From an optimization exercise on the open Yosys and OpenROAD flow, aimed at small area and a short achievable clock period; shortcuts taken in it are not production practice. Function not checked in this run: the RTL went through the layout flow alone. Power is estimated from default activity; no workload was simulated.

<file path="flow/design.v">
`timescale 1ns/1ps
module half_adder(input a,b,output sum,carry);
  assign sum = a ^ b;
  assign carry = a & b;
endmodule
`timescale 1ns/1ps
module full_adder( output sum,carry, input a,b,c);
  wire w1, w2, w3;
  half_adder HA1(.a(a), .b(b), .sum(w1), .carry(w2));
  half_adder HA2(.a(w1), .b(c), .sum(sum), .carry(w3));
  or or1(carry, w2, w3);
endmodule
`timescale 1ns/1ps
module RCA_16bit(output cout, output [15:0] sum, input [15:0] a, b);
    wire [14:0] c;
    full_adder F0(.a(a[0]), .b(b[0]), .c(1'b0), .sum(sum[0]), .carry(c[0]));
    full_adder F1(.a(a[1]), .b(b[1]), .c(c[0]), .sum(sum[1]), .carry(c[1]));
    full_adder F2(.a(a[2]), .b(b[2]), .c(c[1]), .sum(sum[2]), .carry(c[2]));
    full_adder F3(.a(a[3]), .b(b[3]), .c(c[2]), .sum(sum[3]), .carry(c[3]));
    full_adder F4(.a(a[4]), .b(b[4]), .c(c[3]), .sum(sum[4]), .carry(c[4]));
    full_adder F5(.a(a[5]), .b(b[5]), .c(c[4]), .sum(sum[5]), .carry(c[5]));
    full_adder F6(.a(a[6]), .b(b[6]), .c(c[5]), .sum(sum[6]), .carry(c[6]));
    full_adder F7(.a(a[7]), .b(b[7]), .c(c[6]), .sum(sum[7]), .carry(c[7]));
    full_adder F8(.a(a[8]), .b(b[8]), .c(c[7]), .sum(sum[8]), .carry(c[8]));
    full_adder F9(.a(a[9]), .b(b[9]), .c(c[8]), .sum(sum[9]), .carry(c[9]));
    full_adder F10(.a(a[10]), .b(b[10]), .c(c[9]), .sum(sum[10]), .carry(c[10]));
    full_adder F11(.a(a[11]), .b(b[11]), .c(c[10]), .sum(sum[11]), .carry(c[11]));
    full_adder F12(.a(a[12]), .b(b[12]), .c(c[11]), .sum(sum[12]), .carry(c[12]));
    full_adder F13(.a(a[13]), .b(b[13]), .c(c[12]), .sum(sum[13]), .carry(c[13]));
    full_adder F14(.a(a[14]), .b(b[14]), .c(c[13]), .sum(sum[14]), .carry(c[14]));
    full_adder F15(.a(a[15]), .b(b[15]), .c(c[14]), .sum(sum[15]), .carry(cout));
endmodule
`timescale 1ns/1ps
module d_ff(input clk,input [15:0]d,output reg [15:0]q);
  always@(posedge clk)
      q<=d;       
endmodule         
`timescale 1ns / 1ps
module Braun_Multiplier(
    input [7:0] a, b,
    output [15:0] p
);
    wire [15:0] sum_0, sum_1, sum_2, sum_3, sum_4, sum_5, sum_6, sum_7;
    wire [7:0] partial_product[7:0];
    genvar i, j;
    generate
        for (i = 0; i < 8; i = i + 1) begin
            for (j = 0; j < 8; j = j + 1) begin
                assign partial_product[i][j] = a[i] & b[j];   
            end
        end
    endgenerate
    assign sum_0 = {8'b0, partial_product[0]};
    assign sum_1 = {partial_product[1], 1'b0} + sum_0;
    assign sum_2 = {partial_product[2], 2'b0} + sum_1;
    assign sum_3 = {partial_product[3], 3'b0} + sum_2;
    assign sum_4 = {partial_product[4], 4'b0} + sum_3;
    assign sum_5 = {partial_product[5], 5'b0} + sum_4;
    assign sum_6 = {partial_product[6], 6'b0} + sum_5;
    assign sum_7 = {partial_product[7], 7'b0} + sum_6;
    assign p = sum_7;
endmodule
module FIR_Top(input clk, input [7:0] Xin, H0, H1, H2, output reg [15:0] Yout);
  reg [15:0] Q1;
  reg [15:0] Q2;
  wire p1 = Xin[0] ^ Xin[1];
  wire g2 = Xin[0] & Xin[1];
  wire p3 = Xin[1] ^ Xin[2];
  wire g4 = Xin[1] & Xin[2];
  wire p5 = Xin[2] ^ Xin[3];
  wire g6 = Xin[2] & Xin[3];
  wire p7 = Xin[3] ^ Xin[4];
  wire g8 = Xin[3] & Xin[4];
  wire p9 = Xin[4] ^ Xin[5];
  wire g10 = Xin[4] & Xin[5];
  wire p11 = Xin[5] ^ Xin[6];
  wire g12 = Xin[5] & Xin[6];
  wire p13 = Xin[6] ^ Xin[7];
  wire g14 = Xin[6] & Xin[7];
  wire G15 = g2 | (p1 & 1'b0);
  wire P16 = p1 & Xin[0];
  wire G17 = g6 | (p5 & g4);
  wire P18 = p5 & p3;
  wire G19 = g10 | (p9 & g8);
  wire P20 = p9 & p7;
  wire G21 = g14 | (p13 & g12);
  wire P22 = p13 & p11;
  wire G23 = 1'b0 | (1'b0 & 1'b0);
  wire P24 = 1'b0 & Xin[7];
  wire G25 = g4 | (p3 & G15);
  wire P26 = p3 & P16;
  wire G27 = G17 | (P18 & G15);
  wire P28 = P18 & P16;
  wire G29 = g12 | (p11 & G19);
  wire P30 = p11 & P20;
  wire G31 = G21 | (P22 & G19);
  wire P32 = P22 & P20;
  wire G33 = g8 | (p7 & G27);
  wire P34 = p7 & P28;
  wire G35 = G19 | (P20 & G27);
  wire P36 = P20 & P28;
  wire G37 = G29 | (P30 & G27);
  wire P38 = P30 & P28;
  wire G39 = G31 | (P32 & G27);
  wire P40 = P32 & P28;
  wire G41 = 1'b0 | (Xin[7] & G39);
  wire P42 = Xin[7] & P40;
  wire G43 = G23 | (P24 & G39);
  wire P44 = P24 & P40;
  wire y45 = p3 ^ G15;
  wire y46 = p5 ^ G25;
  wire y47 = p7 ^ G27;
  wire y48 = p9 ^ G33;
  wire y49 = p11 ^ G35;
  wire y50 = p13 ^ G37;
  wire y51 = Xin[7] ^ G39;
  wire y52 = 1'b0 ^ G41;
  wire [9:0] T0 = {y52, y51, y50, y49, y48, y47, y46, y45, p1, Xin[0]};
  wire e53 = H2[0] & ~H2[1];
  wire e54 = ~H2[0] & H2[1];
  wire e55 = H2[0] & H2[1];
  wire r56 = (H2[0] & Xin[0]);
  wire r57 = (e53 & Xin[1]) | (e54 & Xin[0]) | (e55 & T0[1]);
  wire r58 = (e53 & Xin[2]) | (e54 & Xin[1]) | (e55 & T0[2]);
  wire r59 = (e53 & Xin[3]) | (e54 & Xin[2]) | (e55 & T0[3]);
  wire r60 = (e53 & Xin[4]) | (e54 & Xin[3]) | (e55 & T0[4]);
  wire r61 = (e53 & Xin[5]) | (e54 & Xin[4]) | (e55 & T0[5]);
  wire r62 = (e53 & Xin[6]) | (e54 & Xin[5]) | (e55 & T0[6]);
  wire r63 = (e53 & Xin[7]) | (e54 & Xin[6]) | (e55 & T0[7]);
  wire r64 = (e54 & Xin[7]) | (e55 & T0[8]);
  wire r65 = (e55 & T0[9]);
  wire e66 = H2[2] & ~H2[3];
  wire e67 = ~H2[2] & H2[3];
  wire e68 = H2[2] & H2[3];
  wire r69 = (H2[2] & Xin[0]);
  wire r70 = (e66 & Xin[1]) | (e67 & Xin[0]) | (e68 & T0[1]);
  wire r71 = (e66 & Xin[2]) | (e67 & Xin[1]) | (e68 & T0[2]);
  wire r72 = (e66 & Xin[3]) | (e67 & Xin[2]) | (e68 & T0[3]);
  wire r73 = (e66 & Xin[4]) | (e67 & Xin[3]) | (e68 & T0[4]);
  wire r74 = (e66 & Xin[5]) | (e67 & Xin[4]) | (e68 & T0[5]);
  wire r75 = (e66 & Xin[6]) | (e67 & Xin[5]) | (e68 & T0[6]);
  wire r76 = (e66 & Xin[7]) | (e67 & Xin[6]) | (e68 & T0[7]);
  wire r77 = (e67 & Xin[7]) | (e68 & T0[8]);
  wire r78 = (e68 & T0[9]);
  wire e79 = H2[4] & ~H2[5];
  wire e80 = ~H2[4] & H2[5];
  wire e81 = H2[4] & H2[5];
  wire r82 = (H2[4] & Xin[0]);
  wire r83 = (e79 & Xin[1]) | (e80 & Xin[0]) | (e81 & T0[1]);
  wire r84 = (e79 & Xin[2]) | (e80 & Xin[1]) | (e81 & T0[2]);
  wire r85 = (e79 & Xin[3]) | (e80 & Xin[2]) | (e81 & T0[3]);
  wire r86 = (e79 & Xin[4]) | (e80 & Xin[3]) | (e81 & T0[4]);
  wire r87 = (e79 & Xin[5]) | (e80 & Xin[4]) | (e81 & T0[5]);
  wire r88 = (e79 & Xin[6]) | (e80 & Xin[5]) | (e81 & T0[6]);
  wire r89 = (e79 & Xin[7]) | (e80 & Xin[6]) | (e81 & T0[7]);
  wire r90 = (e80 & Xin[7]) | (e81 & T0[8]);
  wire r91 = (e81 & T0[9]);
  wire e92 = H2[6] & ~H2[7];
  wire e93 = ~H2[6] & H2[7];
  wire e94 = H2[6] & H2[7];
  wire r95 = (H2[6] & Xin[0]);
  wire r96 = (e92 & Xin[1]) | (e93 & Xin[0]) | (e94 & T0[1]);
  wire r97 = (e92 & Xin[2]) | (e93 & Xin[1]) | (e94 & T0[2]);
  wire r98 = (e92 & Xin[3]) | (e93 & Xin[2]) | (e94 & T0[3]);
  wire r99 = (e92 & Xin[4]) | (e93 & Xin[3]) | (e94 & T0[4]);
  wire r100 = (e92 & Xin[5]) | (e93 & Xin[4]) | (e94 & T0[5]);
  wire r101 = (e92 & Xin[6]) | (e93 & Xin[5]) | (e94 & T0[6]);
  wire r102 = (e92 & Xin[7]) | (e93 & Xin[6]) | (e94 & T0[7]);
  wire r103 = (e93 & Xin[7]) | (e94 & T0[8]);
  wire r104 = (e94 & T0[9]);
  wire s105 = r82 ^ r60 ^ r71;
  wire c106 = (r82 & r60) | (r71 & (r82 ^ r60));
  wire s107 = r61 ^ r72 ^ r83;
  wire c108 = (r61 & r72) | (r83 & (r61 ^ r72));
  wire s109 = r95 ^ r62 ^ r73;
  wire c110 = (r95 & r62) | (r73 & (r95 ^ r62));
  wire s111 = r84 ^ c108 ^ s109;
  wire c112 = (r84 & c108) | (s109 & (r84 ^ c108));
  wire s113 = r63 ^ r74 ^ r85;
  wire c114 = (r63 & r74) | (r85 & (r63 ^ r74));
  wire s115 = r96 ^ c110 ^ s113;
  wire c116 = (r96 & c110) | (s113 & (r96 ^ c110));
  wire s117 = r64 ^ r75 ^ r86;
  wire c118 = (r64 & r75) | (r86 & (r64 ^ r75));
  wire s119 = r97 ^ c114 ^ s117;
  wire c120 = (r97 & c114) | (s117 & (r97 ^ c114));
  wire s121 = r65 ^ r76 ^ r87;
  wire c122 = (r65 & r76) | (r87 & (r65 ^ r76));
  wire s123 = r98 ^ c118 ^ s121;
  wire c124 = (r98 & c118) | (s121 & (r98 ^ c118));
  wire s125 = r77 ^ r88 ^ r99;
  wire c126 = (r77 & r88) | (r99 & (r77 ^ r88));
  wire s127 = c122 ^ s125 ^ c124;
  wire c128 = (c122 & s125) | (c124 & (c122 ^ s125));
  wire s129 = r78 ^ r89 ^ r100;
  wire c130 = (r78 & r89) | (r100 & (r78 ^ r89));
  wire s131 = c126 ^ s129 ^ c128;
  wire c132 = (c126 & s129) | (c128 & (c126 ^ s129));
  wire s133 = r90 ^ r101 ^ c130;
  wire c134 = (r90 & r101) | (c130 & (r90 ^ r101));
  wire s135 = r91 ^ r102 ^ c134;
  wire c136 = (r91 & r102) | (c134 & (r91 ^ r102));
  wire p137 = r58 ^ r69;
  wire g138 = r58 & r69;
  wire p139 = r59 ^ r70;
  wire g140 = r59 & r70;
  wire p141 = c106 ^ s107;
  wire g142 = c106 & s107;
  wire p143 = c112 ^ s115;
  wire g144 = c112 & s115;
  wire p145 = c116 ^ s119;
  wire g146 = c116 & s119;
  wire p147 = c120 ^ s123;
  wire g148 = c120 & s123;
  wire p149 = c132 ^ s133;
  wire g150 = c132 & s133;
  wire p151 = r103 ^ c136;
  wire g152 = r103 & c136;
  wire G153 = 1'b0 | (r57 & 1'b0);
  wire P154 = r57 & r56;
  wire G155 = g140 | (p139 & g138);
  wire P156 = p139 & p137;
  wire G157 = g142 | (p141 & 1'b0);
  wire P158 = p141 & s105;
  wire G159 = g144 | (p143 & 1'b0);
  wire P160 = p143 & s111;
  wire G161 = g148 | (p147 & g146);
  wire P162 = p147 & p145;
  wire G163 = 1'b0 | (s131 & 1'b0);
  wire P164 = s131 & s127;
  wire G165 = 1'b0 | (s135 & g150);
  wire P166 = s135 & p149;
  wire G167 = 1'b0 | (r104 & g152);
  wire P168 = r104 & p151;
  wire G169 = g138 | (p137 & G153);
  wire P170 = p137 & P154;
  wire G171 = G155 | (P156 & G153);
  wire P172 = P156 & P154;
  wire G173 = 1'b0 | (s111 & G157);
  wire P174 = s111 & P158;
  wire G175 = G159 | (P160 & G157);
  wire P176 = P160 & P158;
  wire G177 = 1'b0 | (s127 & G161);
  wire P178 = s127 & P162;
  wire G179 = G163 | (P164 & G161);
  wire P180 = P164 & P162;
  wire G181 = g152 | (p151 & G165);
  wire P182 = p151 & P166;
  wire G183 = G167 | (P168 & G165);
  wire P184 = P168 & P166;
  wire G185 = 1'b0 | (s105 & G171);
  wire P186 = s105 & P172;
  wire G187 = G157 | (P158 & G171);
  wire P188 = P158 & P172;
  wire G189 = G173 | (P174 & G171);
  wire P190 = P174 & P172;
  wire G191 = G175 | (P176 & G171);
  wire P192 = P176 & P172;
  wire G193 = g150 | (p149 & G179);
  wire P194 = p149 & P180;
  wire G195 = G165 | (P166 & G179);
  wire P196 = P166 & P180;
  wire G197 = G181 | (P182 & G179);
  wire P198 = P182 & P180;
  wire G199 = G183 | (P184 & G179);
  wire P200 = P184 & P180;
  wire G201 = g146 | (p145 & G191);
  wire P202 = p145 & P192;
  wire G203 = G161 | (P162 & G191);
  wire P204 = P162 & P192;
  wire G205 = G177 | (P178 & G191);
  wire P206 = P178 & P192;
  wire G207 = G179 | (P180 & G191);
  wire P208 = P180 & P192;
  wire G209 = G193 | (P194 & G191);
  wire P210 = P194 & P192;
  wire G211 = G195 | (P196 & G191);
  wire P212 = P196 & P192;
  wire G213 = G197 | (P198 & G191);
  wire P214 = P198 & P192;
  wire G215 = G199 | (P200 & G191);
  wire P216 = P200 & P192;
  wire y217 = p137 ^ G153;
  wire y218 = p139 ^ G169;
  wire y219 = s105 ^ G171;
  wire y220 = p141 ^ G185;
  wire y221 = s111 ^ G187;
  wire y222 = p143 ^ G189;
  wire y223 = p145 ^ G191;
  wire y224 = p147 ^ G201;
  wire y225 = s127 ^ G203;
  wire y226 = s131 ^ G205;
  wire y227 = p149 ^ G207;
  wire y228 = s135 ^ G209;
  wire y229 = p151 ^ G211;
  wire y230 = r104 ^ G213;
  wire e231 = H1[0] & ~H1[1];
  wire e232 = ~H1[0] & H1[1];
  wire e233 = H1[0] & H1[1];
  wire r234 = (H1[0] & Xin[0]);
  wire r235 = (e231 & Xin[1]) | (e232 & Xin[0]) | (e233 & T0[1]);
  wire r236 = (e231 & Xin[2]) | (e232 & Xin[1]) | (e233 & T0[2]);
  wire r237 = (e231 & Xin[3]) | (e232 & Xin[2]) | (e233 & T0[3]);
  wire r238 = (e231 & Xin[4]) | (e232 & Xin[3]) | (e233 & T0[4]);
  wire r239 = (e231 & Xin[5]) | (e232 & Xin[4]) | (e233 & T0[5]);
  wire r240 = (e231 & Xin[6]) | (e232 & Xin[5]) | (e233 & T0[6]);
  wire r241 = (e231 & Xin[7]) | (e232 & Xin[6]) | (e233 & T0[7]);
  wire r242 = (e232 & Xin[7]) | (e233 & T0[8]);
  wire r243 = (e233 & T0[9]);
  wire e244 = H1[2] & ~H1[3];
  wire e245 = ~H1[2] & H1[3];
  wire e246 = H1[2] & H1[3];
  wire r247 = (H1[2] & Xin[0]);
  wire r248 = (e244 & Xin[1]) | (e245 & Xin[0]) | (e246 & T0[1]);
  wire r249 = (e244 & Xin[2]) | (e245 & Xin[1]) | (e246 & T0[2]);
  wire r250 = (e244 & Xin[3]) | (e245 & Xin[2]) | (e246 & T0[3]);
  wire r251 = (e244 & Xin[4]) | (e245 & Xin[3]) | (e246 & T0[4]);
  wire r252 = (e244 & Xin[5]) | (e245 & Xin[4]) | (e246 & T0[5]);
  wire r253 = (e244 & Xin[6]) | (e245 & Xin[5]) | (e246 & T0[6]);
  wire r254 = (e244 & Xin[7]) | (e245 & Xin[6]) | (e246 & T0[7]);
  wire r255 = (e245 & Xin[7]) | (e246 & T0[8]);
  wire r256 = (e246 & T0[9]);
  wire e257 = H1[4] & ~H1[5];
  wire e258 = ~H1[4] & H1[5];
  wire e259 = H1[4] & H1[5];
  wire r260 = (H1[4] & Xin[0]);
  wire r261 = (e257 & Xin[1]) | (e258 & Xin[0]) | (e259 & T0[1]);
  wire r262 = (e257 & Xin[2]) | (e258 & Xin[1]) | (e259 & T0[2]);
  wire r263 = (e257 & Xin[3]) | (e258 & Xin[2]) | (e259 & T0[3]);
  wire r264 = (e257 & Xin[4]) | (e258 & Xin[3]) | (e259 & T0[4]);
  wire r265 = (e257 & Xin[5]) | (e258 & Xin[4]) | (e259 & T0[5]);
  wire r266 = (e257 & Xin[6]) | (e258 & Xin[5]) | (e259 & T0[6]);
  wire r267 = (e257 & Xin[7]) | (e258 & Xin[6]) | (e259 & T0[7]);
  wire r268 = (e258 & Xin[7]) | (e259 & T0[8]);
  wire r269 = (e259 & T0[9]);
  wire e270 = H1[6] & ~H1[7];
  wire e271 = ~H1[6] & H1[7];
  wire e272 = H1[6] & H1[7];
  wire r273 = (H1[6] & Xin[0]);
  wire r274 = (e270 & Xin[1]) | (e271 & Xin[0]) | (e272 & T0[1]);
  wire r275 = (e270 & Xin[2]) | (e271 & Xin[1]) | (e272 & T0[2]);
  wire r276 = (e270 & Xin[3]) | (e271 & Xin[2]) | (e272 & T0[3]);
  wire r277 = (e270 & Xin[4]) | (e271 & Xin[3]) | (e272 & T0[4]);
  wire r278 = (e270 & Xin[5]) | (e271 & Xin[4]) | (e272 & T0[5]);
  wire r279 = (e270 & Xin[6]) | (e271 & Xin[5]) | (e272 & T0[6]);
  wire r280 = (e270 & Xin[7]) | (e271 & Xin[6]) | (e272 & T0[7]);
  wire r281 = (e271 & Xin[7]) | (e272 & T0[8]);
  wire r282 = (e272 & T0[9]);
  wire s283 = Q1[2] ^ r247 ^ r236;
  wire c284 = (Q1[2] & r247) | (r236 & (Q1[2] ^ r247));
  wire s285 = Q1[3] ^ r237 ^ r248;
  wire c286 = (Q1[3] & r237) | (r248 & (Q1[3] ^ r237));
  wire s287 = Q1[4] ^ r260 ^ r238;
  wire c288 = (Q1[4] & r260) | (r238 & (Q1[4] ^ r260));
  wire s289 = r249 ^ c286 ^ s287;
  wire c290 = (r249 & c286) | (s287 & (r249 ^ c286));
  wire s291 = Q1[5] ^ r239 ^ r250;
  wire c292 = (Q1[5] & r239) | (r250 & (Q1[5] ^ r239));
  wire s293 = r261 ^ c288 ^ s291;
  wire c294 = (r261 & c288) | (s291 & (r261 ^ c288));
  wire s295 = Q1[6] ^ r273 ^ r240;
  wire c296 = (Q1[6] & r273) | (r240 & (Q1[6] ^ r273));
  wire s297 = r251 ^ r262 ^ c292;
  wire c298 = (r251 & r262) | (c292 & (r251 ^ r262));
  wire s299 = s295 ^ c294 ^ s297;
  wire c300 = (s295 & c294) | (s297 & (s295 ^ c294));
  wire s301 = Q1[7] ^ r241 ^ r252;
  wire c302 = (Q1[7] & r241) | (r252 & (Q1[7] ^ r241));
  wire s303 = r263 ^ r274 ^ c296;
  wire c304 = (r263 & r274) | (c296 & (r263 ^ r274));
  wire s305 = s301 ^ c298 ^ s303;
  wire c306 = (s301 & c298) | (s303 & (s301 ^ c298));
  wire s307 = Q1[8] ^ r242 ^ r253;
  wire c308 = (Q1[8] & r242) | (r253 & (Q1[8] ^ r242));
  wire s309 = r264 ^ r275 ^ c302;
  wire c310 = (r264 & r275) | (c302 & (r264 ^ r275));
  wire s311 = s307 ^ c304 ^ s309;
  wire c312 = (s307 & c304) | (s309 & (s307 ^ c304));
  wire s313 = Q1[9] ^ r243 ^ r254;
  wire c314 = (Q1[9] & r243) | (r254 & (Q1[9] ^ r243));
  wire s315 = r265 ^ r276 ^ c308;
  wire c316 = (r265 & r276) | (c308 & (r265 ^ r276));
  wire s317 = s313 ^ c310 ^ s315;
  wire c318 = (s313 & c310) | (s315 & (s313 ^ c310));
  wire s319 = Q1[10] ^ r255 ^ r266;
  wire c320 = (Q1[10] & r255) | (r266 & (Q1[10] ^ r255));
  wire s321 = r277 ^ c314 ^ s319;
  wire c322 = (r277 & c314) | (s319 & (r277 ^ c314));
  wire s323 = c316 ^ s321 ^ c318;
  wire c324 = (c316 & s321) | (c318 & (c316 ^ s321));
  wire s325 = Q1[11] ^ r256 ^ r267;
  wire c326 = (Q1[11] & r256) | (r267 & (Q1[11] ^ r256));
  wire s327 = r278 ^ c320 ^ s325;
  wire c328 = (r278 & c320) | (s325 & (r278 ^ c320));
  wire s329 = c322 ^ s327 ^ c324;
  wire c330 = (c322 & s327) | (c324 & (c322 ^ s327));
  wire s331 = Q1[12] ^ r268 ^ r279;
  wire c332 = (Q1[12] & r268) | (r279 & (Q1[12] ^ r268));
  wire s333 = c326 ^ s331 ^ c328;
  wire c334 = (c326 & s331) | (c328 & (c326 ^ s331));
  wire s335 = Q1[13] ^ r269 ^ r280;
  wire c336 = (Q1[13] & r269) | (r280 & (Q1[13] ^ r269));
  wire s337 = c332 ^ s335 ^ c334;
  wire c338 = (c332 & s335) | (c334 & (c332 ^ s335));
  wire s339 = Q1[14] ^ r281 ^ c336;
  wire c340 = (Q1[14] & r281) | (c336 & (Q1[14] ^ r281));
  wire s341 = Q1[15] ^ r282 ^ c340;
  wire p342 = r234 ^ Q1[0];
  wire g343 = r234 & Q1[0];
  wire p344 = r235 ^ Q1[1];
  wire g345 = r235 & Q1[1];
  wire p346 = c284 ^ s285;
  wire g347 = c284 & s285;
  wire p348 = c290 ^ s293;
  wire g349 = c290 & s293;
  wire p350 = c300 ^ s305;
  wire g351 = c300 & s305;
  wire p352 = c306 ^ s311;
  wire g353 = c306 & s311;
  wire p354 = c312 ^ s317;
  wire g355 = c312 & s317;
  wire p356 = c330 ^ s333;
  wire g357 = c330 & s333;
  wire p358 = c338 ^ s339;
  wire g359 = c338 & s339;
  wire G360 = g345 | (p344 & g343);
  wire P361 = p344 & p342;
  wire G362 = g347 | (p346 & 1'b0);
  wire P363 = p346 & s283;
  wire G364 = g349 | (p348 & 1'b0);
  wire P365 = p348 & s289;
  wire G366 = g351 | (p350 & 1'b0);
  wire P367 = p350 & s299;
  wire G368 = g355 | (p354 & g353);
  wire P369 = p354 & p352;
  wire G370 = 1'b0 | (s329 & 1'b0);
  wire P371 = s329 & s323;
  wire G372 = 1'b0 | (s337 & g357);
  wire P373 = s337 & p356;
  wire G374 = 1'b0 | (s341 & g359);
  wire P375 = s341 & p358;
  wire G376 = 1'b0 | (s283 & G360);
  wire P377 = s283 & P361;
  wire G378 = G362 | (P363 & G360);
  wire P379 = P363 & P361;
  wire G380 = 1'b0 | (s299 & G364);
  wire P381 = s299 & P365;
  wire G382 = G366 | (P367 & G364);
  wire P383 = P367 & P365;
  wire G384 = 1'b0 | (s323 & G368);
  wire P385 = s323 & P369;
  wire G386 = G370 | (P371 & G368);
  wire P387 = P371 & P369;
  wire G388 = g359 | (p358 & G372);
  wire P389 = p358 & P373;
  wire G390 = G374 | (P375 & G372);
  wire P391 = P375 & P373;
  wire G392 = 1'b0 | (s289 & G378);
  wire P393 = s289 & P379;
  wire G394 = G364 | (P365 & G378);
  wire P395 = P365 & P379;
  wire G396 = G380 | (P381 & G378);
  wire P397 = P381 & P379;
  wire G398 = G382 | (P383 & G378);
  wire P399 = P383 & P379;
  wire G400 = g357 | (p356 & G386);
  wire P401 = p356 & P387;
  wire G402 = G372 | (P373 & G386);
  wire P403 = P373 & P387;
  wire G404 = G388 | (P389 & G386);
  wire P405 = P389 & P387;
  wire G406 = G390 | (P391 & G386);
  wire P407 = P391 & P387;
  wire G408 = g353 | (p352 & G398);
  wire P409 = p352 & P399;
  wire G410 = G368 | (P369 & G398);
  wire P411 = P369 & P399;
  wire G412 = G384 | (P385 & G398);
  wire P413 = P385 & P399;
  wire G414 = G386 | (P387 & G398);
  wire P415 = P387 & P399;
  wire G416 = G400 | (P401 & G398);
  wire P417 = P401 & P399;
  wire G418 = G402 | (P403 & G398);
  wire P419 = P403 & P399;
  wire G420 = G404 | (P405 & G398);
  wire P421 = P405 & P399;
  wire G422 = G406 | (P407 & G398);
  wire P423 = P407 & P399;
  wire y424 = p344 ^ g343;
  wire y425 = s283 ^ G360;
  wire y426 = p346 ^ G376;
  wire y427 = s289 ^ G378;
  wire y428 = p348 ^ G392;
  wire y429 = s299 ^ G394;
  wire y430 = p350 ^ G396;
  wire y431 = p352 ^ G398;
  wire y432 = p354 ^ G408;
  wire y433 = s323 ^ G410;
  wire y434 = s329 ^ G412;
  wire y435 = p356 ^ G414;
  wire y436 = s337 ^ G416;
  wire y437 = p358 ^ G418;
  wire y438 = s341 ^ G420;
  wire e439 = H0[0] & ~H0[1];
  wire e440 = ~H0[0] & H0[1];
  wire e441 = H0[0] & H0[1];
  wire r442 = (H0[0] & Xin[0]);
  wire r443 = (e439 & Xin[1]) | (e440 & Xin[0]) | (e441 & T0[1]);
  wire r444 = (e439 & Xin[2]) | (e440 & Xin[1]) | (e441 & T0[2]);
  wire r445 = (e439 & Xin[3]) | (e440 & Xin[2]) | (e441 & T0[3]);
  wire r446 = (e439 & Xin[4]) | (e440 & Xin[3]) | (e441 & T0[4]);
  wire r447 = (e439 & Xin[5]) | (e440 & Xin[4]) | (e441 & T0[5]);
  wire r448 = (e439 & Xin[6]) | (e440 & Xin[5]) | (e441 & T0[6]);
  wire r449 = (e439 & Xin[7]) | (e440 & Xin[6]) | (e441 & T0[7]);
  wire r450 = (e440 & Xin[7]) | (e441 & T0[8]);
  wire r451 = (e441 & T0[9]);
  wire e452 = H0[2] & ~H0[3];
  wire e453 = ~H0[2] & H0[3];
  wire e454 = H0[2] & H0[3];
  wire r455 = (H0[2] & Xin[0]);
  wire r456 = (e452 & Xin[1]) | (e453 & Xin[0]) | (e454 & T0[1]);
  wire r457 = (e452 & Xin[2]) | (e453 & Xin[1]) | (e454 & T0[2]);
  wire r458 = (e452 & Xin[3]) | (e453 & Xin[2]) | (e454 & T0[3]);
  wire r459 = (e452 & Xin[4]) | (e453 & Xin[3]) | (e454 & T0[4]);
  wire r460 = (e452 & Xin[5]) | (e453 & Xin[4]) | (e454 & T0[5]);
  wire r461 = (e452 & Xin[6]) | (e453 & Xin[5]) | (e454 & T0[6]);
  wire r462 = (e452 & Xin[7]) | (e453 & Xin[6]) | (e454 & T0[7]);
  wire r463 = (e453 & Xin[7]) | (e454 & T0[8]);
  wire r464 = (e454 & T0[9]);
  wire e465 = H0[4] & ~H0[5];
  wire e466 = ~H0[4] & H0[5];
  wire e467 = H0[4] & H0[5];
  wire r468 = (H0[4] & Xin[0]);
  wire r469 = (e465 & Xin[1]) | (e466 & Xin[0]) | (e467 & T0[1]);
  wire r470 = (e465 & Xin[2]) | (e466 & Xin[1]) | (e467 & T0[2]);
  wire r471 = (e465 & Xin[3]) | (e466 & Xin[2]) | (e467 & T0[3]);
  wire r472 = (e465 & Xin[4]) | (e466 & Xin[3]) | (e467 & T0[4]);
  wire r473 = (e465 & Xin[5]) | (e466 & Xin[4]) | (e467 & T0[5]);
  wire r474 = (e465 & Xin[6]) | (e466 & Xin[5]) | (e467 & T0[6]);
  wire r475 = (e465 & Xin[7]) | (e466 & Xin[6]) | (e467 & T0[7]);
  wire r476 = (e466 & Xin[7]) | (e467 & T0[8]);
  wire r477 = (e467 & T0[9]);
  wire e478 = H0[6] & ~H0[7];
  wire e479 = ~H0[6] & H0[7];
  wire e480 = H0[6] & H0[7];
  wire r481 = (H0[6] & Xin[0]);
  wire r482 = (e478 & Xin[1]) | (e479 & Xin[0]) | (e480 & T0[1]);
  wire r483 = (e478 & Xin[2]) | (e479 & Xin[1]) | (e480 & T0[2]);
  wire r484 = (e478 & Xin[3]) | (e479 & Xin[2]) | (e480 & T0[3]);
  wire r485 = (e478 & Xin[4]) | (e479 & Xin[3]) | (e480 & T0[4]);
  wire r486 = (e478 & Xin[5]) | (e479 & Xin[4]) | (e480 & T0[5]);
  wire r487 = (e478 & Xin[6]) | (e479 & Xin[5]) | (e480 & T0[6]);
  wire r488 = (e478 & Xin[7]) | (e479 & Xin[6]) | (e480 & T0[7]);
  wire r489 = (e479 & Xin[7]) | (e480 & T0[8]);
  wire r490 = (e480 & T0[9]);
  wire s491 = Q2[2] ^ r455 ^ r444;
  wire c492 = (Q2[2] & r455) | (r444 & (Q2[2] ^ r455));
  wire s493 = Q2[3] ^ r445 ^ r456;
  wire c494 = (Q2[3] & r445) | (r456 & (Q2[3] ^ r445));
  wire s495 = Q2[4] ^ r468 ^ r446;
  wire c496 = (Q2[4] & r468) | (r446 & (Q2[4] ^ r468));
  wire s497 = r457 ^ c494 ^ s495;
  wire c498 = (r457 & c494) | (s495 & (r457 ^ c494));
  wire s499 = Q2[5] ^ r447 ^ r458;
  wire c500 = (Q2[5] & r447) | (r458 & (Q2[5] ^ r447));
  wire s501 = r469 ^ c496 ^ s499;
  wire c502 = (r469 & c496) | (s499 & (r469 ^ c496));
  wire s503 = Q2[6] ^ r481 ^ r448;
  wire c504 = (Q2[6] & r481) | (r448 & (Q2[6] ^ r481));
  wire s505 = r459 ^ r470 ^ c500;
  wire c506 = (r459 & r470) | (c500 & (r459 ^ r470));
  wire s507 = s503 ^ c502 ^ s505;
  wire c508 = (s503 & c502) | (s505 & (s503 ^ c502));
  wire s509 = Q2[7] ^ r449 ^ r460;
  wire c510 = (Q2[7] & r449) | (r460 & (Q2[7] ^ r449));
  wire s511 = r471 ^ r482 ^ c504;
  wire c512 = (r471 & r482) | (c504 & (r471 ^ r482));
  wire s513 = s509 ^ c506 ^ s511;
  wire c514 = (s509 & c506) | (s511 & (s509 ^ c506));
  wire s515 = Q2[8] ^ r450 ^ r461;
  wire c516 = (Q2[8] & r450) | (r461 & (Q2[8] ^ r450));
  wire s517 = r472 ^ r483 ^ c510;
  wire c518 = (r472 & r483) | (c510 & (r472 ^ r483));
  wire s519 = s515 ^ c512 ^ s517;
  wire c520 = (s515 & c512) | (s517 & (s515 ^ c512));
  wire s521 = Q2[9] ^ r451 ^ r462;
  wire c522 = (Q2[9] & r451) | (r462 & (Q2[9] ^ r451));
  wire s523 = r473 ^ r484 ^ c516;
  wire c524 = (r473 & r484) | (c516 & (r473 ^ r484));
  wire s525 = s521 ^ c518 ^ s523;
  wire c526 = (s521 & c518) | (s523 & (s521 ^ c518));
  wire s527 = Q2[10] ^ r463 ^ r474;
  wire c528 = (Q2[10] & r463) | (r474 & (Q2[10] ^ r463));
  wire s529 = r485 ^ c522 ^ s527;
  wire c530 = (r485 & c522) | (s527 & (r485 ^ c522));
  wire s531 = c524 ^ s529 ^ c526;
  wire c532 = (c524 & s529) | (c526 & (c524 ^ s529));
  wire s533 = Q2[11] ^ r464 ^ r475;
  wire c534 = (Q2[11] & r464) | (r475 & (Q2[11] ^ r464));
  wire s535 = r486 ^ c528 ^ s533;
  wire c536 = (r486 & c528) | (s533 & (r486 ^ c528));
  wire s537 = c530 ^ s535 ^ c532;
  wire c538 = (c530 & s535) | (c532 & (c530 ^ s535));
  wire s539 = Q2[12] ^ r476 ^ r487;
  wire c540 = (Q2[12] & r476) | (r487 & (Q2[12] ^ r476));
  wire s541 = c534 ^ s539 ^ c536;
  wire c542 = (c534 & s539) | (c536 & (c534 ^ s539));
  wire s543 = Q2[13] ^ r477 ^ r488;
  wire c544 = (Q2[13] & r477) | (r488 & (Q2[13] ^ r477));
  wire s545 = c540 ^ s543 ^ c542;
  wire c546 = (c540 & s543) | (c542 & (c540 ^ s543));
  wire s547 = Q2[14] ^ r489 ^ c544;
  wire c548 = (Q2[14] & r489) | (c544 & (Q2[14] ^ r489));
  wire s549 = Q2[15] ^ r490 ^ c548;
  wire p550 = r442 ^ Q2[0];
  wire g551 = r442 & Q2[0];
  wire p552 = r443 ^ Q2[1];
  wire g553 = r443 & Q2[1];
  wire p554 = c492 ^ s493;
  wire g555 = c492 & s493;
  wire p556 = c498 ^ s501;
  wire g557 = c498 & s501;
  wire p558 = c508 ^ s513;
  wire g559 = c508 & s513;
  wire p560 = c514 ^ s519;
  wire g561 = c514 & s519;
  wire p562 = c520 ^ s525;
  wire g563 = c520 & s525;
  wire p564 = c538 ^ s541;
  wire g565 = c538 & s541;
  wire p566 = c546 ^ s547;
  wire g567 = c546 & s547;
  wire G568 = g553 | (p552 & g551);
  wire P569 = p552 & p550;
  wire G570 = g555 | (p554 & 1'b0);
  wire P571 = p554 & s491;
  wire G572 = g557 | (p556 & 1'b0);
  wire P573 = p556 & s497;
  wire G574 = g559 | (p558 & 1'b0);
  wire P575 = p558 & s507;
  wire G576 = g563 | (p562 & g561);
  wire P577 = p562 & p560;
  wire G578 = 1'b0 | (s537 & 1'b0);
  wire P579 = s537 & s531;
  wire G580 = 1'b0 | (s545 & g565);
  wire P581 = s545 & p564;
  wire G582 = 1'b0 | (s549 & g567);
  wire P583 = s549 & p566;
  wire G584 = 1'b0 | (s491 & G568);
  wire P585 = s491 & P569;
  wire G586 = G570 | (P571 & G568);
  wire P587 = P571 & P569;
  wire G588 = 1'b0 | (s507 & G572);
  wire P589 = s507 & P573;
  wire G590 = G574 | (P575 & G572);
  wire P591 = P575 & P573;
  wire G592 = 1'b0 | (s531 & G576);
  wire P593 = s531 & P577;
  wire G594 = G578 | (P579 & G576);
  wire P595 = P579 & P577;
  wire G596 = g567 | (p566 & G580);
  wire P597 = p566 & P581;
  wire G598 = G582 | (P583 & G580);
  wire P599 = P583 & P581;
  wire G600 = 1'b0 | (s497 & G586);
  wire P601 = s497 & P587;
  wire G602 = G572 | (P573 & G586);
  wire P603 = P573 & P587;
  wire G604 = G588 | (P589 & G586);
  wire P605 = P589 & P587;
  wire G606 = G590 | (P591 & G586);
  wire P607 = P591 & P587;
  wire G608 = g565 | (p564 & G594);
  wire P609 = p564 & P595;
  wire G610 = G580 | (P581 & G594);
  wire P611 = P581 & P595;
  wire G612 = G596 | (P597 & G594);
  wire P613 = P597 & P595;
  wire G614 = G598 | (P599 & G594);
  wire P615 = P599 & P595;
  wire G616 = g561 | (p560 & G606);
  wire P617 = p560 & P607;
  wire G618 = G576 | (P577 & G606);
  wire P619 = P577 & P607;
  wire G620 = G592 | (P593 & G606);
  wire P621 = P593 & P607;
  wire G622 = G594 | (P595 & G606);
  wire P623 = P595 & P607;
  wire G624 = G608 | (P609 & G606);
  wire P625 = P609 & P607;
  wire G626 = G610 | (P611 & G606);
  wire P627 = P611 & P607;
  wire G628 = G612 | (P613 & G606);
  wire P629 = P613 & P607;
  wire G630 = G614 | (P615 & G606);
  wire P631 = P615 & P607;
  wire y632 = p552 ^ g551;
  wire y633 = s491 ^ G568;
  wire y634 = p554 ^ G584;
  wire y635 = s497 ^ G586;
  wire y636 = p556 ^ G600;
  wire y637 = s507 ^ G602;
  wire y638 = p558 ^ G604;
  wire y639 = p560 ^ G606;
  wire y640 = p562 ^ G616;
  wire y641 = s531 ^ G618;
  wire y642 = s537 ^ G620;
  wire y643 = p564 ^ G622;
  wire y644 = s545 ^ G624;
  wire y645 = p566 ^ G626;
  wire y646 = s549 ^ G628;
  always @(posedge clk) begin
    Q1 <= {y230, y229, y228, y227, y226, y225, y224, y223, y222, y221, y220, y219, y218, y217, r57, r56};
    Q2 <= {y438, y437, y436, y435, y434, y433, y432, y431, y430, y429, y428, y427, y426, y425, y424, p342};
    Yout <= {y646, y645, y644, y643, y642, y641, y640, y639, y638, y637, y636, y635, y634, y633, y632, p550};
  end
endmodule
</file>
<file path="flow/run.sh">
#!/bin/bash
# synth_recipe.tcl (not shown) runs the flow's synth.tcl, then flattens the netlist and writes it again
# the make line also repeats each setting of config.mk as NAME=value (left out here)
make -C /OpenROAD-flow-scripts/flow DESIGN_CONFIG=/design/flow/config.mk WORK_HOME=/design/flow/orfs CLKGATE_MAP_FILE= SYNTH_SCRIPT=/design/flow/synth_recipe.tcl finish
</file>
<file path="flow/config.mk">
export PLATFORM = sky130hd
export DESIGN_NAME = FIR_Top
export DESIGN_NICKNAME = FIR_Top
export VERILOG_FILES = /design/flow/design.v
export SDC_FILE = /design/flow/constraint.sdc
export NUM_CORES = 4
export LEC_CHECK = 0
export CAP_MARGIN = 20
export CORE_MARGIN = 2
export CORE_UTILIZATION = 40
export SLEW_MARGIN = 20
</file>
<file path="flow/constraint.sdc">
create_clock -name core_clock -period 9.5 [get_ports {clk}]
set_input_delay 1.9000 -clock core_clock [delete_from_list [all_inputs] [get_ports {clk}]]
set_output_delay 1.9000 -clock core_clock [all_outputs]
set_load 0.01 [all_outputs]
</file>
==> run summary <==
-- state kept, by name (all words and copies together) (netlist names) --
signal  count
Q2         16
Q1         16
Yout       16
-- stage by stage --
step | utilization, % | worst slack, ps | instances
after global placement | 44.55 | 1966 | 961
after CTS | 45.58 | 2126 | 969
after floorplan | - | 2980 | 752
final | 45.58 | 2041 | 969
after global routing | 45.58 | 1732 | 969
after detailed placement | 44.55 | 1818 | 961
-- path summary, 6_finish.rpt --
kind / start / to / slack [ps] / cells after the start
max: Xin[0] / Q1[14] / 2040 / 19
min: Q2[0] / Yout[0] / 480 / 1
max reg2reg: Q1[6] / Q2[14] / 6000 / 10
min reg2reg: Q2[0] / Yout[0] / 480 / 1
-- where the power goes --
group	total, mW	switching (mW)	leakage (nW)	internal (mW)
registers	0.363	0.0377	0.404	0.326
logic	1.66	0.890	2.72	0.768
clock network	0.206	0.0822	0.0808	0.124
-- kinds of logic after synthesis --
family,after synthesis
AND/OR/NAND/NOR,176
XOR/XNOR,35
AO/OA/AOI/OAI,173
flip-flops,48
multiplexers,44
buffers and inverters,158
adder cells (fa/ha/maj),118
-- Yosys cell counts, drive strengths merged, types with 2 or more instances --
master | number | area [µm²]
o21ai | 26 | 130.1
and2 | 8 | 50.05
nor2b | 25 | 163.9
clkbuf | 64 | 240.2
a21o | 7 | 52.55
xnor2 | 20 | 175.2
a211o | 3 | 26.28
nand2b | 2 | 12.51
mux2 | 35 | 394.1
a22oi | 44 | 330.3
fa | 82 | 1642
o21a | 3 | 22.52
dfxtp | 48 | 960.9
nand3 | 13 | 65.06
and3 | 4 | 25.02
xor2 | 15 | 131.4
o31ai | 3 | 32.53
a22o | 18 | 157.7
nand2 | 74 | 277.8
nor3 | 4 | 20.02
a211oi | 3 | 22.52
ha | 36 | 450.4
inv | 93 | 349.1
nor4 | 2 | 18.77
nand4 | 2 | 12.51
and3b | 2 | 17.52
nor2 | 34 | 127.6
a31oi | 15 | 93.84
or2 | 2 | 12.51
mux2i | 9 | 90.09
a31o | 5 | 43.79
o31a | 2 | 17.52
a21oi | 33 | 165.2
o221ai | 6 | 52.55
-- layout by cell type, fill, tap and decap left out, drive strengths merged, types with 13 or more instances in the layout --
| cell | synthesis | layout |
|---|---|---|
| inv | 93 | 93 |
| fa | 82 | 82 |
| nand2 | 74 | 74 |
| dfxtp | 48 | 48 |
| clkdlybuf4s50 | 0 | 48 |
| a22oi | 44 | 44 |
| ha | 36 | 36 |
| mux2 | 35 | 35 |
| nor2 | 34 | 34 |
| a21oi | 33 | 33 |
| o21ai | 26 | 26 |
| nor2b | 25 | 25 |
| xnor2 | 20 | 20 |
| a22o | 18 | 18 |
| a31oi | 15 | 15 |
| xor2 | 15 | 15 |
| nand3 | 13 | 13 |
-- per-layer routing --
| metal | global-route usage [%] | share of wire, % |
|---|---|---|
| met5 | 0 | 0 |
| met4 | 7.609 | 2.8 |
| met3 | 2.431 | 5.0 |
| met1 | 23.06 | 41 |
| met2 | 36.55 | 51 |
-- layout make-up --
type	instances	area, µm²	share of cell area (%)
Timing Repair Buffer	58	555.5	7.700
Clock inverter	2	35.03	0.4856
Sequential cell	48	960.9	13.32
Clock buffer	6	128.9	1.786
Inverter	93	349.1	4.839
Tap cell	216	270.3	3.746
Multi-Input combinational cell	546	4915	68.12
==> impl_metrics.prom <==
# TYPE chip_impl_metric gauge
chip_impl_metric{name="mapped_cells",unit=""} 752
chip_impl_metric{name="antennaDiodeCount",unit=""} 0
chip_impl_metric{name="drive_above_1_share",unit="%"} 8.367
chip_impl_metric{name="design_area",unit="µm²"} 7214
chip_impl_info{name="critical_path_cell_sequence",value="clkdlybuf4s50_1 > buf_4 > ha_1 > a21o_1 > a21oi_1 > fa_1 > xnor2_1 > nand2_1 > o21ai_0 > a22oi_1 > fa_1 > fa_1 > fa_1 > fa_1 > nand4bb_1 > a2111o_1 > a21boi_0 > o21ai_0 > xnor2_1"} 1
chip_impl_metric{name="grt_start_max_net_pins",unit=""} 28
chip_impl_metric{name="critical_path_peak_fanout",unit=""} 25
chip_impl_info{name="worst_setup_path_end_kind",value="flop"} 1
chip_impl_metric{name="cts.path.max_buffers",unit=""} 2
chip_impl_info{name="unrepaired_setup_endpoints_after_global_routing",value="false"} 1
chip_impl_metric{name="postRouteAntennaNets",unit=""} 0
chip_impl_info{name="hold_class",value="reg2reg"} 1
chip_impl_metric{name="synth_nets",unit=""} 903
chip_impl_metric{name="placedInstanceArea",unit="µm²"} 7051
chip_impl_metric{name="finalHoldViolCount",unit=""} 0
chip_impl_metric{name="synth_area_per_cell",unit="µm²"} 8.604
chip_impl_metric{name="first_global_vias",unit=""} 5699
chip_impl_metric{name="wirelength",unit="µm"} 16800
chip_impl_metric{name="synth.area.mux_share",unit="%"} 7.484
chip_impl_metric{name="cts.sink_count",unit=""} 48
chip_impl_metric{name="finalWeightedCongestion",unit=""} 0.8466
chip_impl_metric{name="post_synth_instance_area",unit="µm²"} 6470
chip_impl_metric{name="areaGrowthSynthToFinish",unit="%"} 11.51
chip_impl_metric{name="initial_utilization",unit="%"} 40.88
chip_impl_metric{name="yosysWarnings",unit=""} 1
chip_impl_metric{name="max_clock_freq",unit="GHz"} 0.1341
chip_impl_metric{name="globalRoute.totalOverflow",unit=""} 0
chip_impl_info{name="largest_delay_share_family_worst_path",value="adder cells"} 1
chip_impl_metric{name="leakage",unit="nW"} 3.206
chip_impl_metric{name="cap_violations",unit=""} 0
chip_impl_metric{name="timing.hold.ws",unit="ps"} 475.2
chip_impl_metric{name="synthesized_area_fraction_occupied_by_adder_cells",unit="%"} 32.33
chip_impl_metric{name="synth_simple_gate_area_share",unit="%"} 12.94
chip_impl_metric{name="sequential_share_of_the_synthesized_area",unit="%"} 14.85
chip_impl_metric{name="core_area",unit="µm²"} 15830
chip_impl_metric{name="finalClockSkew",unit="ps"} 6.954
chip_impl_metric{name="drt_iter0_drc",unit=""} 343
chip_impl_metric{name="cts.clk_slew.worst_paths",unit="ps"} 70
chip_impl_metric{name="yosys.cell_types.count",unit=""} 47
chip_impl_metric{name="die_x",unit="µm"} 131.2
chip_impl_metric{name="finalMaxSlewViolations",unit=""} 0
chip_impl_metric{name="route.detailed.drc",unit=""} 0
chip_impl_metric{name="power_density",unit="nW/µm²"} 308.7
chip_impl_info{name="cts_tree",value="built"} 1
chip_impl_info{name="timing.critical_path.mode_cell",value="fa_1"} 1
chip_impl_metric{name="worst_path_largest_cell_delay",unit="ps"} 790
chip_impl_metric{name="ys_seq_elements",unit=""} 48
chip_impl_metric{name="worst-path-buf-inv",unit=""} 2
chip_impl_metric{name="layout_min_cycle_time",unit="ps"} 7459
chip_impl_metric{name="synth_enable_flop_cells",unit=""} 0
chip_impl_metric{name="worst_ep_arrival_time",unit="ps"} 7640
chip_impl_metric{name="routed_via_density",unit=""} 5.615
chip_impl_metric{name="cts-resized-gates",unit=""} 0
chip_impl_metric{name="holdBufCountCts",unit=""} 0
chip_impl_info{name="combinational_family_with_the_most_area_after_synthesis",value="adder cells"} 1
chip_impl_metric{name="clock_insertion_delay_worst_skew",unit="ps"} 300
chip_impl_metric{name="cts_setup_buffers",unit=""} 0
chip_impl_metric{name="track_usage",unit="%"} 19.69
chip_impl_metric{name="vdd_drop_max",unit="mV"} 0.1406
chip_impl_info{name="run_status",value="complete, no violations"} 1
chip_impl_info{name="dominantRegCellSynth",value="dfxtp_1"} 1
chip_impl_metric{name="die_area",unit="µm²"} 17210
chip_impl_metric{name="io-pin-count",unit=""} 49
chip_impl_info{name="crit_path_top_delay_cell",value="xnor2_1"} 1
chip_impl_metric{name="grt_pass1_wl",unit="µm"} 27910
chip_impl_metric{name="report.final.setup_viol",unit=""} 0
chip_impl_metric{name="synth-compound-area-share",unit="%"} 18.47
chip_impl_metric{name="drt-pass1-iter-count",unit=""} 5
chip_impl_info{name="crit_path_start_kind",value="input pin"} 1
chip_impl_metric{name="synthXorXnorAreaFrac",unit="%"} 4.738
chip_impl_metric{name="num-nets-final",unit=""} 903
chip_impl_metric{name="antenna_found_initial",unit=""} 0
chip_impl_metric{name="cts_made_buffers",unit=""} 5
chip_impl_metric{name="dieHeight",unit="µm"} 131.2
chip_impl_metric{name="port-buffer-count",unit=""} 48
chip_impl_metric{name="worstMarginPinSlew",unit="ps"} 978.2
chip_impl_metric{name="critical_path_required",unit="ps"} 9680
chip_impl_info{name="clock_tree.root_cell",value="clkbuf_16"} 1
chip_impl_info{name="worst-setup-path-type",value="in2reg"} 1
chip_impl_metric{name="synth-async-reset-ratio",unit="%"} 0
chip_impl_metric{name="cts-htree-levels",unit=""} 2
chip_impl_metric{name="average_detailed_routed_wire_length_per_instance",unit="µm"} 17.34
chip_impl_metric{name="detailed_place_hpwl",unit="µm"} 12570
chip_impl_metric{name="total_power",unit="mW"} 2.227
chip_impl_metric{name="portion_of_the_clock_cycle_consumed_by_the_worst_path_in_the_final_layout",unit="%"} 78.52
chip_impl_metric{name="fin_setup_tns",unit="ps"} 0
chip_impl_metric{name="vias",unit=""} 5441
chip_impl_metric{name="fillers",unit=""} 1551
chip_impl_metric{name="timing.slew.headroom",unit="%"} 34.32
chip_impl_metric{name="row_count",unit=""} 46

## separate check: timing with driven ports
In the flow no input, the clock included, has a driving cell. The finished layout below was timed again as built, in two steps. Step 1: set_driving_cell puts a clkbuf_16 on clk and a buf_2 on each other input, an assumption about the parent block. Step 2 adds t to the input delays and takes it off the output delays; t is the mean of the earliest and latest rising clock arrival at the registers after step 1. Input paths then give back, and output paths get back, about the clock's delay inside the block. Three values: no drivers, after step 1, after step 2; two values: the first two.
t (ns): 0.331
setup slack, ns: 2.041 / 2.055 / 1.724
worst setup path at the end: input to register
latest minus earliest clock arrival (ns): 0.008 / 0.008
cell pins on the clock port's net: 1
After both steps this run still meets setup and hold. For this run, drivers alone change the setup slack by +0.014 ns; drivers and shift together by -0.317 ns.
